This design comes from an exercise in tuning for small area on the open sky130 flow, not from production work.
Function was checked by simulation only, so behaviour that the tests miss may differ from the original.
No activity file was given, so power comes from the tool's default toggle rates.

**flow/run.sh**
```bash
#!/bin/bash
# synth_recipe.tcl (not shown) runs the flow's synth.tcl, then flattens the netlist and writes it again
# the make line also repeats each setting of config.mk as NAME=value (left out here)
make -C /OpenROAD-flow-scripts/flow DESIGN_CONFIG=/design/flow/config.mk WORK_HOME=/design/flow/orfs CLKGATE_MAP_FILE= SYNTH_SCRIPT=/design/flow/synth_recipe.tcl finish
```
**flow/config.mk**
```make
export PLATFORM = sky130hd
export DESIGN_NAME = keyboard_instance
export DESIGN_NICKNAME = keyboard_instance
export VERILOG_FILES = /design/flow/design.v
export SDC_FILE = /design/flow/constraint.sdc
export NUM_CORES = 4
export LEC_CHECK = 0
export CAP_MARGIN = 20
export CORE_MARGIN = 2
export CORE_UTILIZATION = 40
export SLEW_MARGIN = 20
```
**flow/constraint.sdc**
```tcl
create_clock -name core_clock -period 10.0 [get_ports {clk_50M}]
set_input_delay 2.0000 -clock core_clock [delete_from_list [all_inputs] [get_ports {clk_50M}]]
set_output_delay 2.0000 -clock core_clock [all_outputs]
set_load 0.01 [all_outputs]
```
**flow/design.v**
```verilog
module keyboard_scan(clk,RSTn,col,row,key,light);
    input clk;
    input RSTn;
    input [3:0] col;             
    output reg [3:0] row ;              
    output reg [15:0] key;  
    output light;   
    parameter SCAN_HALF = 4;
    reg [31:0] cnt;
    reg scan_clk;
    wire scan_tick = (cnt == SCAN_HALF);
    wire scan_rise = scan_tick & ~scan_clk;
    wire scan_fall = scan_tick &  scan_clk;
    always@(posedge clk or negedge RSTn) begin
        if(!RSTn) begin
            cnt <= 0;
            scan_clk <= 0;
        end
        else if(scan_tick) begin
            cnt <= 0;
            scan_clk <= ~scan_clk;
        end
        else
            cnt <= cnt + 1;
    end
    always@(posedge clk or negedge RSTn)
    begin
    	if(!RSTn)
    		row <= 4'b1110; 
    	else if(scan_rise)
        	row <= {row[2:0],row[3]};
    end
    assign light=RSTn;
    always@(posedge clk or negedge RSTn) 
        if(!RSTn)
            key <= 16'hffff;
        else if(scan_fall)
        case(row)
            4'b0111 : key[15:12] <= col;
            4'b1011 : key[11:8] <= col;
            4'b1101 : key[7:4] <= col;
            4'b1110 : key[3:0] <= col;
            default : key <= 0;
        endcase
endmodule
module key_filter(clk,RSTn,key_in,key_deb);
    input clk;
    input RSTn;
    input [15:0] key_in;
    output [15:0] key_deb;
    parameter CNTMAX = 999;
    reg [19:0] cnt;
    always@(posedge clk or negedge RSTn) begin
        if(~RSTn)
            cnt <= 0;
        else if(cnt == CNTMAX)
            cnt <= 0;
        else
            cnt <= cnt + 1'b1;
     end
     reg [15:0] key_reg0;
     reg [15:0] key_reg1;
     reg [15:0] key_reg2; 
     always@(posedge clk or negedge RSTn) begin
        if(~RSTn) begin
            key_reg0 <= 16'hffff;
            key_reg1 <= 16'hffff;
            key_reg2 <= 16'hffff;
        end
        else if(cnt == CNTMAX) begin
            key_reg0 <= key_in;
            key_reg1 <= key_reg0;
            key_reg2 <= key_reg1;
        end
    end
    assign key_deb = (~key_reg0 & ~key_reg1 & ~key_reg2) | (~key_reg0 & ~key_reg1 & key_reg2);
endmodule
module onehot2binary(clk,RSTn,onehot,binary,times,tries,secrect,buzzer,switch);
    input clk;
    input RSTn;
    input [15:0] onehot;
    output reg[11:0] binary;
    output reg [1:0] times;
    output reg [4:0] tries;
    output reg [11:0]secrect;
    output reg buzzer; 
    output reg switch;
    parameter TICK            = 26'd49_999;
    parameter BUZ_KEY_HALF    = 50;
    parameter BUZ_KEY_LEN     = 10000;
    parameter BUZ_OK_HALF     = 25;
    parameter BUZ_OK_LEN      = 30000;
    parameter BUZ_SLOW_HALF   = 100;
    parameter BUZ_FAIL_GAP0   = 5000;
    parameter BUZ_FAIL_GAP1   = 10000;
    parameter BUZ_FAIL_LEN    = 15000;
    parameter BUZ_CNT_LEN     = 5000;
    reg [3:0] cur_binary;
    reg [3:0] pv_binary;
    reg [31:0] buzzer_counter;
    reg [31:0] buzzer_counter2;
    reg buzzer_active;   
    reg buzzer_success;
    reg buzzer_fail;
    reg start_conut;
    reg buzzer_count;
    reg [3:0]wrong_times;
    reg is_set;
    reg [25:0] clk_div_counter; 
	always @(posedge clk or negedge RSTn) begin
      if (!RSTn) begin
        binary <= 12'b111111111111;
        times <= 2'b00;
        tries <= 5'h0;
        secrect <= 12'b001001000110;
        buzzer <= 1'b0;
        switch <= 1'b0;
        cur_binary <= 4'b1111;
        pv_binary <= 4'b1111;
        buzzer_counter <= 32'd0;
        buzzer_counter2 <= 32'd0;
        buzzer_active <= 1'b0;
        buzzer_success <= 1'b0;
        buzzer_fail <= 1'b0;
        start_conut <= 1'b0;
        buzzer_count <= 1'b0;
        wrong_times <= 4'b0000;
        is_set <= 1'b0;
        clk_div_counter <= 26'd0;
      end else begin
       if(start_conut) begin
        if (clk_div_counter == TICK) begin
            clk_div_counter <= 26'b0;
            if (binary[7:0] == 8'b0) begin
                start_conut <= 0;
                binary[11:0] = 12'b111111111111;
            end 
            else if (binary[3:0] == 4'b0000) begin
                binary[7:4] = binary[7:4] - 1;
                binary[3:0] = 4'b1001;
                buzzer_count <= 1;
                buzzer_counter <= 0;
                buzzer_counter2 <= 0;
                buzzer <= 1;   
            end
            else begin
                binary[3:0] = binary[3:0] - 1;
                buzzer_count <= 1;
                buzzer_counter <= 0;
                buzzer_counter2 <= 0;
                buzzer <= 1;   
            end
        end 
        else begin
            clk_div_counter <= clk_div_counter + 1;
        end
    end
            if (buzzer_active) begin
                buzzer_counter2<=buzzer_counter2+1;
                buzzer_counter<=buzzer_counter+1;
                if (buzzer_counter2 >= BUZ_KEY_HALF) begin
                buzzer <= ~buzzer;
                buzzer_counter2 <= 0;
            end
            if (buzzer_counter >= BUZ_KEY_LEN) begin
                buzzer_active <= 0;
                buzzer <= 0;
            end
        end 
        else if (buzzer_success) begin
                buzzer_counter2<=buzzer_counter2+1;
                buzzer_counter<=buzzer_counter+1;
                if (buzzer_counter2 >= BUZ_OK_HALF) begin  
                buzzer <= ~buzzer;  
                buzzer_counter2 <= 0;  
            end
            if (buzzer_counter >= BUZ_OK_LEN) begin  
                buzzer_success <= 0;
                buzzer <= 0;
            end
        end
        else if (buzzer_fail) begin
                buzzer_counter2<=buzzer_counter2+1;
                buzzer_counter<=buzzer_counter+1;
                if (buzzer_counter2 >= BUZ_SLOW_HALF) begin
                buzzer <= ~buzzer;
                buzzer_counter2 <= 0;
            end
            if (BUZ_FAIL_GAP0<buzzer_counter&& buzzer_counter< BUZ_FAIL_GAP1) begin
                buzzer <= 0;
            end
            if (buzzer_counter >= BUZ_FAIL_LEN) begin
                buzzer_fail <= 0;
                buzzer <= 0;
            end
        end
         else if (buzzer_count) begin
                buzzer_counter2<=buzzer_counter2+1;
                buzzer_counter<=buzzer_counter+1;
                if (buzzer_counter2 >= BUZ_SLOW_HALF) begin
                buzzer <= ~buzzer;
                buzzer_counter2 <= 0;
            end
            if (buzzer_counter >= BUZ_CNT_LEN) begin
                buzzer_count <= 0;
                buzzer <= 0;
            end
        end
        else begin
            buzzer <= 0;
        end
        pv_binary <=cur_binary;
     if(binary==12'b101111001100)   
		if(onehot==16'h0100)
           binary=12'b111111111111; 
     if(binary!=12'b101111001100&& !start_conut)    
        case(onehot)
            16'h0001 : begin
                if (times == 2'b11)begin
                    if(binary==secrect && !is_set)begin
                        switch<=1;
                        binary=12'b101111001100;
                        buzzer_success <= 1;
                        buzzer_counter <= 0;
                        buzzer_counter2 <= 0;
                        buzzer <= 1;   
                        times=0;   
                    end
                    else if (is_set)begin
                        secrect=binary;
                        is_set=0;
                        binary=12'b111111111111;
                        tries=0;
                        times=0;
                        buzzer_success<=1;
                    end
                    else if(binary!=secrect)begin
                    	binary=12'b111111111111;
                    	times=2'b00;
                    	tries=tries+1;
                        buzzer_fail <= 1;
                        buzzer_counter <= 0;
                        buzzer_counter2 <= 0;
                        buzzer <= 1;      
                        if(tries==4'h3)begin
                            wrong_times=wrong_times+1;
                        	case (wrong_times)
                                4'b0001: binary=12'b000000000101;
                                4'b0010: binary=12'b000000010000;
                                4'b0011: binary=12'b000000100000;
                                default: binary=12'b000001100000;
                            endcase
                            start_conut<=1;
                            tries<=0;
                        end
					end
                end
                end
            16'h0008 : cur_binary <= 4'b0000;
            16'h0010 : begin
                binary[11:0]={3{4'hd}};
                is_set=1;
                times=0;
                tries=4'b1111;
            end
            16'h0020 : cur_binary <= 4'b0011;
            16'h0040 : cur_binary <= 4'b0010;
            16'h0080 : cur_binary <= 4'b0001;
            16'h0100 : begin
            		binary=12'b111111111111;
                    times=2'b00;
                    tries=4'b0;
                    switch<=0;
            	end        
            16'h0200 : cur_binary <= 4'b0110;
            16'h0400 : cur_binary <= 4'b0101;
            16'h0800 : cur_binary <= 4'b0100;
            16'h1000 : cur_binary <= 4'b1110;
            16'h2000 : cur_binary <= 4'b1001;
            16'h4000 :
            begin
                binary=12'b000000000000;
                tries=0;
                buzzer_fail<=1;
            end 
            16'h8000 : cur_binary <= 4'b0111;
            16'h0000 : cur_binary <= 4'b1111;
        endcase
        if(pv_binary !=cur_binary)begin 
        buzzer_active <= 1;
        buzzer_counter <= 0;
        buzzer_counter2 <= 0;
        buzzer <= 1;   
        if(cur_binary!=4'b1111 &&binary!=12'b0 &&cur_binary!=4'b1110) begin
        case (times)
          2'b00: binary[3:0]=cur_binary;
          2'b01: begin 
              binary[7:4]=binary[3:0];
              binary[3:0]=cur_binary;
          end
          2'b10: begin 
              binary[11:8]=binary[7:4];
              binary[7:4]=binary[3:0];
              binary[3:0]=cur_binary;
          end
        endcase
        if (times < 2'b11) begin
          times <= times + 1;
        end
        end
        else if(cur_binary==4'b1110 &&binary!=12'b0)begin
        case (times)
                2'b01:begin
                    binary=12'b111111111111;
                    times=2'b00;
                end  
                2'b10:begin
                    binary[3:0]=binary[7:4];
                    binary[7:4]=4'b1111;
                    times=2'b01;
                end  
                2'b11:begin
                    binary[3:0]=binary[7:4];
                    binary[7:4]=binary[11:8];
                    binary[11:8]=4'b1111;
                    times=2'b10;
                end  
            endcase
        end
     end   
      end
    end
endmodule
module Digitron_TimeDisplay_module
(
	CLK,RSTn,times,data,secrect,tries, Digitron_Out, DigitronCS_Out
);
	 input CLK;
	 input RSTn;
	 input [1:0]times;
	 input [11:0]data;
	 input [11:0]secrect;	
	 input [3:0]tries;	
	 output [7:0]Digitron_Out; 
	 output [3:0]DigitronCS_Out; 
	 reg [7:0]Count;
	 reg [3:0]SingleNum;
	 reg [7:0]W_Digitron_Out;
	 reg [3:0]W_DigitronCS_Out;
	always @ ( posedge CLK or negedge RSTn )
		if (!RSTn)
			Count <= 8'd0;
		else
			Count <= Count+1'b1;				
	 always@(*)
	 begin
			case (Count[7:6])
			2'b00:
				W_DigitronCS_Out = 4'b1110 ;
			2'b01:
				W_DigitronCS_Out = 4'b1101 ;		
			2'b10:
				W_DigitronCS_Out = 4'b1011 ;
			default:
				W_DigitronCS_Out = 4'b0111 ;	
			endcase
	 end
	 always@(*)
	 begin
			case(Count[7:6])
			2'b00: SingleNum = data[3:0];
			2'b01: SingleNum = data[7:4];
			2'b10: SingleNum = data[11:8];
			default: if(data==12'b101111001100)
                        SingleNum = 4'ha;
                     else if(tries<4'h6)
                        SingleNum = tries;	
                     else
                        SingleNum = 4'h0;
			endcase						
			case(SingleNum)
            	4'h0 : W_Digitron_Out = 8'h3f;
            	4'h1 : W_Digitron_Out = 8'h06;	
            	4'h2 : W_Digitron_Out = 8'h5b;
            	4'h3 : W_Digitron_Out = 8'h4f;
            	4'h4 : W_Digitron_Out = 8'h66;
            	4'h5 : W_Digitron_Out = 8'h6d;
            	4'h6 : W_Digitron_Out = 8'h7d;
            	4'h7 : W_Digitron_Out = 8'h07;
            	4'h8 : W_Digitron_Out = 8'h7f;
            	4'h9 : W_Digitron_Out = 8'h6f;
                4'ha : W_Digitron_Out = 8'h73;
                4'hb : W_Digitron_Out = 8'h77;
                4'hc : W_Digitron_Out = 8'h6d;
				4'hd : W_Digitron_Out = 8'h40;
            	default : W_Digitron_Out = 8'h00;
			endcase
	 end
	 assign Digitron_Out = W_Digitron_Out;
	 assign DigitronCS_Out = W_DigitronCS_Out;
endmodule
module Led_effect (
      clk_50M,   
      RSTn,
     switch,     
    leds     
);
    input clk_50M; 
    input RSTn;
    input switch; 
    output reg [6:0] leds;
    parameter DIV = 2500;
    reg [31:0] clk_divider; 
    reg slow_clk;          
    reg [3:0] counter;     
    reg direction;         
    wire slow_rise = (clk_divider == DIV) & ~slow_clk;
    always @(posedge clk_50M or negedge RSTn) begin
        if (!RSTn) begin
            clk_divider <= 0;
            slow_clk <= 0;
        end else begin
            clk_divider <= clk_divider + 1;
            if (clk_divider == DIV) begin  
                clk_divider <= 0;
                slow_clk <= ~slow_clk; 
            end
        end
    end
    always @(posedge clk_50M or negedge RSTn) begin
        if (!RSTn) begin
            leds <= 7'b0000000;
            counter <= 4'd0;
            direction <= 1'b0;
        end else if (slow_rise) begin
        if (!switch) begin
            leds <= 7'b0000000;  
        end else begin
            if (direction == 0) begin
                leds <= 7'b0000001 << counter;  
                counter <= counter + 1;
                if (counter == 6) begin
                    direction <= 1;  
                end
            end else begin
                leds <= 7'b0000001 << counter;
                counter <= counter - 1;
                if (counter == 0) begin
                    direction <= 0;
                end
            end
        end
        end
    end
endmodule
module keyboard_instance(clk_50M,buzzer,RSTn,col,row,Digitron_Out,DigitronCS_Out,light,leds);
    input clk_50M;
    input RSTn ; 
    input [3:0] col;
    output [3:0] row;
    output [7:0] Digitron_Out;
    output [3:0] DigitronCS_Out;
    output light;
    output buzzer;
    output [6:0] leds;
    wire [15:0] key;
    keyboard_scan U1(
        .clk(clk_50M),
        .RSTn(RSTn),
        .col(col),
        .row(row),
        .light(light),
        .key(key)
    );
    wire [15:0] key_deb;
    key_filter U2(
        .clk(clk_50M),
        .RSTn(RSTn),
        .key_in(key),
        .key_deb(key_deb)
    );
    wire [11:0] data_disp; 
    wire [3:0] tries; 
    wire [1:0] times;
    wire switch;
    wire [11:0] secrect;
    onehot2binary U3(
        .clk(clk_50M),
        .RSTn(RSTn),
        .onehot(key_deb),
        .binary(data_disp),
        .times(times),
        .tries(tries),
        .buzzer(buzzer),
        .secrect(secrect),
        .switch(switch)
    );	    
    Digitron_TimeDisplay_module U5
    (
    	.CLK(clk_50M), 
    	.RSTn(RSTn),
    	.data(data_disp), 
        .secrect(secrect),
    	.Digitron_Out(Digitron_Out), 
    	.DigitronCS_Out(DigitronCS_Out),
        .times(times),
        .tries(tries)
    );
    Led_effect U6
    (
        .clk_50M(clk_50M),
        .RSTn(RSTn),
        .leds(leds),
        .switch(switch)
    );
endmodule
```
==> impl_results.md <==
* Prevailing post-synth register cell: dfrtp_1
* Max cap viols at 0
* Cells after synthesis at 1688
* Crit Path Category: flop to flop
* Unique masters post-synth at 83
* Syn avg cell area at 9.52 um^2
* RSZ-0062 raised after global routing: no
* Total negative setup slack at 0 ps
* Pin count of the biggest net entering global routing at 93
* Pwr dens at 142 nW/um^2
* Clock sink count at 299
* Synth Cell Area at about 16000 um^2
* Max clock buf depth at 3
* N_diodes at 0
* Seq pwr share at 0.469
* Clock transition at path regs at 60 ps
* GPL Wtd Cong at 0.900
* Synth warn at 6
* I/O pin cnt at 31
* VDD IR max at about 0.12 mV
* Combinational power share at 0.011
* Worst reg2reg path depth at 12
* Cell Area, Placed at around 17000 um^2
* Vias/cell at approximately 5.5
* H-tree depth at 2
* Switching Fraction at 0.213
* CP Launch Type: flop
* Most common cell after layout, fill and taps aside: dfrtp_1
* Setup Skew at 19.5 ps
* CORE AREA at just under 40000 um^2
* Sequential fraction of the synthesis area at 0.471
* Placed cell count at 2201
* First-pass GRT wire length at about 63000 um
* CP Data Arrival Time at 6140 ps
* Residual DRC count at 0
* Clk root buf: clkbuf_16
* Vias in the first global route at 12400
* R2R Setup Slk at between 4000 and 5000 ps
* Filler cells at 3808
* Final HPWL DP at 26000 um
* Antenna-violating nets left at 0
* CTS Buf Count at 37
* Cell chain of the critical path: or4b_1 -> or4_4 -> nor3_1 -> mux2i_1 -> a21bo_2 -> o31a_1 -> a221o_1 -> or3_4 -> nor2_1 -> a21oi_1 -> o21ai_1 -> mux2_2
* Chip width at 204 um
* Lkg Pwr at around 8 nW
* Register area at 7580 um^2
* Hold endpoint: U3.pv_binary[3]
* Critical path's slowest cell: or4_4
* Reg2reg end: U3.tries[3]
* Crit Reg-Reg Startpoint: U3.clk_div_counter[11]
* Clk pwr share at 0.520
* Hold path depth at 0
* Final instance area at 18200 um^2
* Final setup viols at 0
* Tmin final at roughly 5700 ps
* FMAX at roughly 170 MHz
* Iter 0 DRT Violations at 770
* Final Total Pwr at 2.58 mW
* Status: complete, no violations
* Max-Slew Margin vs Limit at 0.316
* Via count at approximately 12000
* Area occupied by multi-input gates at roughly 8000 um^2
* Drt pass-1 iters at 5
* Starting density of the core at 0.405
* Worst slew pin tran at 1030 ps
* Die area at 41800 um^2
* Layout area overhead at 13.0%
* Chip Height at between 200 and 250 um
* Tot GR Track Use at 0.183
* Most frequent cells in the layout: dfrtp_1 (224), nand2_1 (204), nor2_1 (178)
* Grt total ovfl at 0
* Worst skew pair latency at roughly 540 ps
* Required @ worst endpoint at 10410 ps
* Tcrit/Tclk final at 0.572
* Post-layout nets at 1759
* P_int at approximately 2.0 mW
* Antenna violations before repair at 0
* Seq cells post-synth at 299
* Number of gates resized after cts at 0
* Total net switching power at 549 uW
* CTS tree: built
* Number of synthesized flops with an enable pin at 0
* Worst min-delay path startpoint: U3.cur_binary[3]
* Number of hold violations in the final report at 0
* CTS Hold Bufs at 0
* Layout cell share with drive strength beyond 1 at 0.133
* Mapped Nets at 1730
* Worst setup EP type: flop
* Crit-path max FO at 13
* Hold Crit Class: flop to flop
* DR WL/cell at 16.4 um
* PortBufs at 29
* Largest stage delay, worst path at 670 ps
* Cell Rows at 73
* Fin. max-slew vios at 0
* Layout Cells excl Fill at 2271
* Setup Buffers After CTS at 0
* Synth async-reset ratio at 1.00
* Post-Route WL at 37100 um
==> Yosys cell counts (all sizes together) (7+ instances only) <==
cell type | instances | share of area
o31ai | 15 | 0.0073
inv | 44 | 0.010
or4 | 7 | 0.0035
nor2 | 180 | 0.042
o21ai | 108 | 0.034
o22ai | 15 | 0.0058
nand2b | 9 | 0.0035
and4 | 12 | 0.0065
o211ai | 7 | 0.0033
a211oi | 11 | 0.0059
nor3 | 41 | 0.014
nor4 | 40 | 0.017
nor2b | 11 | 0.0043
dfstp | 75 | 0.12
a21oi | 50 | 0.016
xnor2 | 87 | 0.047
nand3 | 73 | 0.023
xor2 | 48 | 0.026
and2 | 14 | 0.0054
o21a | 7 | 0.0033
nand4 | 55 | 0.021
or3 | 16 | 0.0065
clkbuf | 48 | 0.011
nor4b | 8 | 0.0044
a31oi | 19 | 0.0074
mux2 | 56 | 0.039
nand2 | 205 | 0.048
nor3b | 10 | 0.0047
and3 | 52 | 0.020
dfrtp | 224 | 0.35
ha | 35 | 0.027
mux2i | 10 | 0.0065
a21o | 13 | 0.0061
==> how the worst max path moves through the flow <==
stage               slack (ps)              end                   start  cells after the start
finish                    4280      U3.tries[3]  U3.clk_div_counter[11]                     12
global route              3930     U3.binary[4]            U3.binary[1]                     17
CTS                       3970  Digitron_Out[2]            U3.binary[1]                     11
detailed placement        4370      U3.tries[3]  U3.clk_div_counter[11]                     12
global placement          4470      U3.tries[3]  U3.clk_div_counter[11]                     12
floorplan                 4980      U3.times[0]  U3.clk_div_counter[11]                     14
==> state kept, by name, summed over array words and instances (netlist names), 2 cells and up <==
name / flops
U3.wrong_times: 4
U2.key_reg1: 16
U2.cnt: 20
U6.counter: 4
U2.key_reg0: 16
U3.buzzer_counter: 32
U6.leds: 7
U6.clk_divider: 32
U3.times: 2
U3.clk_div_counter: 26
U1.key: 16
U5.Count: 8
U3.binary: 12
U3.secrect: 12
U3.pv_binary: 4
U3.buzzer_counter2: 32
U3.cur_binary: 4
U3.tries: 5
U1.row: 4
U1.cnt: 32
==> cells by family after synthesis <==
group                      after synthesis  share of synthesized area
and+or+nand+nor                        752                      0.235
DFF                                    299                      0.471
adders and majority gates               36                     0.0285
AOI/OAI and AO/OA                      301                      0.121
xor gates and xnor gates               136                     0.0750
other                                    1                   0.000233
buffers and inverters                   97                     0.0241
muxes                                   66                     0.0457
==> power groups by stage <==
stage,sequential (mW),combinational (mW),clock [mW]
3_5_place_dp,1.23,0.0304,0
4_1_cts,1.21,0.0304,1.38
3_3_place_gp,1.23,0.0299,0
5_1_grt,1.21,0.0335,1.43
6_report,1.21,0.0279,1.34
2_1_floorplan,1.23,0.000939,0
==> cell type report <==
class,count,area share
inverter,44,0.00909
clock buffer,53,0.0605
timing repair buffer,43,0.0226
clock inverter,15,0.00744
multi-input combinational,1292,0.447
sequential,299,0.417
tap,525,0.0361
==> per-layer routing <==
metal  routed length (um)  track usage  vias up
met5                    0            0        -
met4                  982       0.0650        0
met3                 1520       0.0285       77
met2                17300        0.296      244
met1                17400        0.250     6043
li1                     -            -     6132
==> worst max-delay path: cells and delay by family (launching register included) <==
family | cells | cell delay, ps
AO/OA/AOI/OAI | 5 | 1800
flip-flops | 1 | 420
multiplexers | 2 | 950
AND/OR/NAND/NOR | 5 | 2450
==> per-stage QoR <==
stage          utilization  hold slack (ps)  setup WS [ps]
2_1_floorplan            -              353           4980
3_3_place_gp         0.426              409           4470
5_1_grt              0.457              419           3930
3_5_place_dp         0.426              409           4370
6_report             0.457              416           4280
4_1_cts              0.457              417           3970

-- re-timing with driven ports --
How much do the figures lean on ideal ports? The routed layout below was timed once more, with nothing changed but the port constraints. Step 1, drivers: a clkbuf_16 drives clk_50M and a buf_2 each remaining input, both assumed. Step 2 times the ports against the registers' clock, not the clock port: input delays grow and output delays shrink by t, the midpoint of the rising clock arrivals with the driver on. Slacks: ideal ports / drivers / drivers and shift; pairs: ideal ports / drivers.
t, ns: 0.585
setup WS [ns]: 4.276 / 4.276 / 4.276
latest minus earliest clock arrival (ns): 0.020 / 0.021
worst slew at a driven data input, ns: 0.05
After both steps this run still meets setup and hold. The setup slack of this run moves by 0.000 ns with the drivers and by 0.000 ns with both steps.
